From an optimization exercise on the open Yosys and OpenROAD flow, aimed at small area; shortcuts taken in it are not production practice.
Function was checked by simulation only, so behaviour that the tests miss may differ from the original.
Power figures rest on the tool's default switching activity, not on a simulated workload.

job 4584:
// game
module game(
	input clk,
	input [7:0] sw,
	input btnR,
	output [3:0] an,
	output reg [6:0] seg,
	output reg [6:0] timer_seg,
	output timer_anode
);
	reg [3:0] l;
	reg [8:0] h;
	reg T;
	reg [1:0] k;
	reg [2:0] tt;    
	reg [3:0] tu;    
	reg [7:0] ctr;
	reg [7:0] N;
	reg E;
	reg [3:0] S;
	wire l0 = (l == 4'd0);
	wire l9 = l[3] & l[0];                                
	wire wrap = h[8] & h[7] & h[6] & h[5] & h[4] & h[2];   
	wire dtick = l0 & (T == h[0]);
	wire ttick = wrap & ~T;
	wire G = (tt == 3'd0) & (tu == 4'd0);
	always @(posedge clk) begin
		if (btnR) begin
			l <= 0; h <= 0; T <= 0; k <= 0; tt <= 3'd4; tu <= 4'd0;
			ctr <= 0; N <= 0; E <= 0; S <= 0;
		end else begin
			if (wrap) begin
				l <= 0; h <= 0; T <= ~T;
			end else if (l9) begin
				l <= 0; h <= h + 9'd1;
			end else
				l <= l + 4'd1;
			if (dtick) k <= k + 2'd1;
			if (ttick && !G) begin
				if (tu == 4'd0) begin
					tu <= 4'd9; tt <= tt - 3'd1;
				end else
					tu <= tu - 4'd1;
			end
			ctr <= ctr + 8'd1;
			if (E) N <= ctr + 8'd1;
			E <= (sw == N);
			if (!G && E) S <= S + 4'd1;
		end
	end
	assign an = ~(4'b1000 >> k);
	assign timer_anode = k[0];
	wire [7:0] M = N[7] ? (~N + 8'd1) : N;
	function [3:0] a3; input [3:0] x;
		a3 = {x[3] | x[2]&x[1] | x[2]&x[0],
		      x[2]&~x[1]&~x[0] | x[3]&x[0],
		      ~x[2]&x[1] | x[2]&x[1]&x[0] | x[3]&~x[0],
		      ~x[3]&~x[2]&x[0] | x[2]&x[1]&~x[0] | x[3]&~x[0]};
	endfunction
	wire [3:0] s1 = a3({1'b0, M[7:5]});
	wire [3:0] s2 = a3({s1[2:0], M[4]});
  ...
Size: ~330 cells after synthesis, roughly 2300 um^2 of cells after synthesis.
export LEC_CHECK = 0
export ABC_AREA = 1
export CAP_MARGIN = 20
export CORE_MARGIN = 2
export CORE_UTILIZATION = 40
export SLEW_MARGIN = 20
create_clock -name core_clock -period 20.0 [get_ports {clk}]
standard.sh (not shown) runs the stock make flow with config.mk's settings and CLKGATE_MAP_FILE= SYNTH_SCRIPT=/design/flow/synth_recipe.tcl, a recipe that flattens the netlist after the stock synthesis.
==> flow/flow/run.sh <==
#!/bin/bash
# Own layout flow: the standard synthesis, then an area re-mapping of its combinational
# logic (flip-flops untouched), then the standard layout steps with port buffers of the
# smallest buffer cell. Each tool's output goes to a log file in this folder.
set -euo pipefail
R=orfs/results/$FLOW_PLATFORM/game/base
LIB=$FLOW_HOME/platforms/$FLOW_PLATFORM/lib/sky130_fd_sc_hd__tt_025C_1v80.lib
bash standard.sh synth > 1_standard_synth.log 2>&1
cp $R/1_2_yosys.v $R/1_2_yosys_standard.v
sed -e "s|@IN@|$R/1_2_yosys_standard.v|; s|@OUT@|$R/1_2_yosys.v|; s|@ABC@|flow/area.abc|; s|@LIB@|$LIB|g; s|@TOP@|$FLOW_TOP|g" flow/reopt.ys > reopt_run.ys
yosys -s reopt_run.ys > 2_reopt_yosys.log 2>&1
rm -f $R/1_synth.odb
bash standard.sh "BUFFER_PORTS_ARGS=-buffer_cell sky130_fd_sc_hd__buf_1" "CTS_ARGS=-sink_clustering_enable -repair_clock_nets -dont_use_dummy_load -sink_clustering_size 50 -sink_clustering_max_diameter 500 -buf_list sky130_fd_sc_hd__clkbuf_8 -root_buf sky130_fd_sc_hd__clkbuf_8" finish > 3_standard_layout.log 2>&1
==> flow/flow/area.abc <==
strash
balance -l; resub -K 6 -l; rewrite -l; resub -K 6 -N 2 -l; refactor -l; resub -K 8 -l; balance -l; resub -K 8 -N 2 -l; rewrite -l; resub -K 10 -l; rewrite -z -l; resub -K 10 -N 2 -l; balance -l; resub -K 12 -l; refactor -z -l; resub -K 12 -N 2 -l; rewrite -z -l; balance -l
dch -f
amap
topo
==> flow/flow/reopt.ys <==
# Re-map the combinational logic of the standard synthesis netlist for area.
# The flip-flops (and their instance names) are kept as they are.
read_liberty -ignore_miss_func @LIB@
read_verilog @IN@
hierarchy -top @TOP@
setattr -mod -set keep_hierarchy 1 sky130_fd_sc_hd__dfxtp_1
flatten
rename -hide w:*.*
opt_clean -purge
opt -fast
abc -script @ABC@ -liberty @LIB@ -dont_use *probe* -dont_use *lpflow* -dont_use *clkdly* -dont_use *dlygate* -dont_use *dlymetal*
opt_clean -purge
hilomap -singleton -hicell sky130_fd_sc_hd__conb_1 HI -locell sky130_fd_sc_hd__conb_1 LO
splitnets
opt_clean -purge
select @TOP@
tee -o reopt_stat.txt stat -liberty @LIB@
write_verilog -noattr -selected @OUT@
Here is what was changed in the inputs of job 3793 compared with job 4584.
==> flow/run.sh (new file) <==
#!/bin/bash
# synth_recipe.tcl (not shown) runs the flow's synth.tcl, then flattens the netlist and writes it again
# the make line also repeats each setting of config.mk as NAME=value (left out here)
make -C /OpenROAD-flow-scripts/flow DESIGN_CONFIG=/design/flow/config.mk WORK_HOME=/design/flow/orfs CLKGATE_MAP_FILE= SYNTH_SCRIPT=/design/flow/synth_recipe.tcl finish
removed: flow/flow/run.sh
removed: flow/flow/area.abc
removed: flow/flow/reopt.ys
removed: flow/standard.sh
[summary]
- From job 4584 to job 3793 the numbers moved as follows: length of routed wiring on met1 rose by about 32%; ratio of final minimum period to clock period fell by 13 points; first-iteration detailed-routing DRC count rose by about 13%; maximum frequency rose by 32%.
- Job 3793 vs job 4584, end point of the critical path: seg[3] vs seg[2]
- Of the two values seen for launching instance or port of the critical path, N[7] was produced by job 4584 and N[1] by job 3793.
- Job 4584 → job 3793: synthesized cell count now sits higher; worst path buffer plus inverter count fell 2.
- Run comparison: job 4584 most frequent standard cell in the layout excluding fill and tap cells sky130_fd_sc_hd__nor2_1; job 3793 most frequent standard cell in the layout excluding fill and tap cells sky130_fd_sc_hd__nand2_1
- Headroom to the max-slew limit: job 3793 and job 4584 compared, higher one is job 3793
Modified inputs, job 3463 compared to job 3793
==> flow/flow/run.sh (new file) <==
#!/bin/bash
# Own layout flow: the standard synthesis, then an area re-mapping of its combinational
# logic (flip-flops untouched), then the standard layout steps with port buffers of the
# smallest buffer cell. Each tool's output goes to a log file in this folder.
set -euo pipefail
R=orfs/results/$FLOW_PLATFORM/game/base
LIB=$FLOW_HOME/platforms/$FLOW_PLATFORM/lib/sky130_fd_sc_hd__tt_025C_1v80.lib
bash standard.sh synth > 1_standard_synth.log 2>&1
cp $R/1_2_yosys.v $R/1_2_yosys_standard.v
sed -e "s|@IN@|$R/1_2_yosys_standard.v|; s|@OUT@|$R/1_2_yosys.v|; s|@ABC@|flow/area.abc|; s|@LIB@|$LIB|g; s|@TOP@|$FLOW_TOP|g" flow/reopt.ys > reopt_run.ys
yosys -s reopt_run.ys > 2_reopt_yosys.log 2>&1
rm -f $R/1_synth.odb
bash standard.sh "BUFFER_PORTS_ARGS=-buffer_cell sky130_fd_sc_hd__buf_1" finish > 3_standard_layout.log 2>&1
==> flow/flow/area.abc (new file) <==
strash
balance -l; resub -K 6 -l; rewrite -l; resub -K 6 -N 2 -l; refactor -l; resub -K 8 -l; balance -l; resub -K 8 -N 2 -l; rewrite -l; resub -K 10 -l; rewrite -z -l; resub -K 10 -N 2 -l; balance -l; resub -K 12 -l; refactor -z -l; resub -K 12 -N 2 -l; rewrite -z -l; balance -l
dch -f
amap
topo
==> flow/flow/reopt.ys (new file) <==
# Re-map the combinational logic of the standard synthesis netlist for area.
# The flip-flops (and their instance names) are kept as they are.
read_liberty -ignore_miss_func @LIB@
read_verilog @IN@
hierarchy -top @TOP@
setattr -mod -set keep_hierarchy 1 sky130_fd_sc_hd__dfxtp_1
flatten
rename -hide w:*.*
opt_clean -purge
opt -fast
abc -script @ABC@ -liberty @LIB@ -dont_use *probe* -dont_use *lpflow* -dont_use *clkdly* -dont_use *dlygate* -dont_use *dlymetal*
opt_clean -purge
hilomap -singleton -hicell sky130_fd_sc_hd__conb_1 HI -locell sky130_fd_sc_hd__conb_1 LO
splitnets
opt_clean -purge
select @TOP@
tee -o reopt_stat.txt stat -liberty @LIB@
write_verilog -noattr -selected @OUT@
==> flow/standard.sh (new file) <==
#!/bin/bash
# synth_recipe.tcl (not shown) runs the flow's synth.tcl, then flattens the netlist and writes it again
# the make line also repeats each setting of config.mk as NAME=value (left out here)
make -C /OpenROAD-flow-scripts/flow DESIGN_CONFIG=/design/flow/config.mk WORK_HOME=/design/flow/orfs CLKGATE_MAP_FILE= SYNTH_SCRIPT=/design/flow/synth_recipe.tcl "${@:-finish}"
removed: flow/run.sh
Notes after the runs:
- Cmp job 3463 vs job 3793: peak supply drop higher in job 3463
- Delta (job 3463 minus job 3793): initial core utilization saw little to no change; utilization after layout saw a decrease.
- Job 3463 against job 3793: wire length per cell after detailed routing increased 6.4%, area growth from synthesis to layout went down by 0.15 points, final critical-path required period +2.59 ns.
- | total power | job 3463 vs job 3793 | better |
- Job 3463 reports a higher final worst-path cycle share than job 3793 does.
- Job 3793 ended up with more cell instances than job 3463 did.

[what the ideal ports hide]
Ports are ideal in the flow. The routed layouts listed here were re-timed in OpenROAD. Step 1, drivers: a clkbuf_16 drives clk and a buf_2 each remaining input, both assumed. Step 2, shift: input delay + t, output delay - t, t = (earliest + latest rising clock arrival at the registers) / 2. This alone moves slack from input paths to output paths. Slacks: ideal / step 1 / step 2; pairs: ideal / step 1.
run | t (ns) | setup slack, ns | worst hold slack (ns) | latest minus earliest clock arrival (ns)
job 4584 | 0.312 | 9.649 / 9.622 / 9.934 | 0.446 / 0.446 / 0.446 | 0.015 / 0.016
job 3793 | 0.316 | 12.185 / 12.160 / 12.476 | 0.478 / 0.478 / 0.478 | 0.006 / 0.006
job 3463 | 0.315 | 9.600 / 9.574 / 9.888 | 0.448 / 0.448 / 0.448 | 0.007 / 0.007
After both steps setup and hold are still met in every run listed.
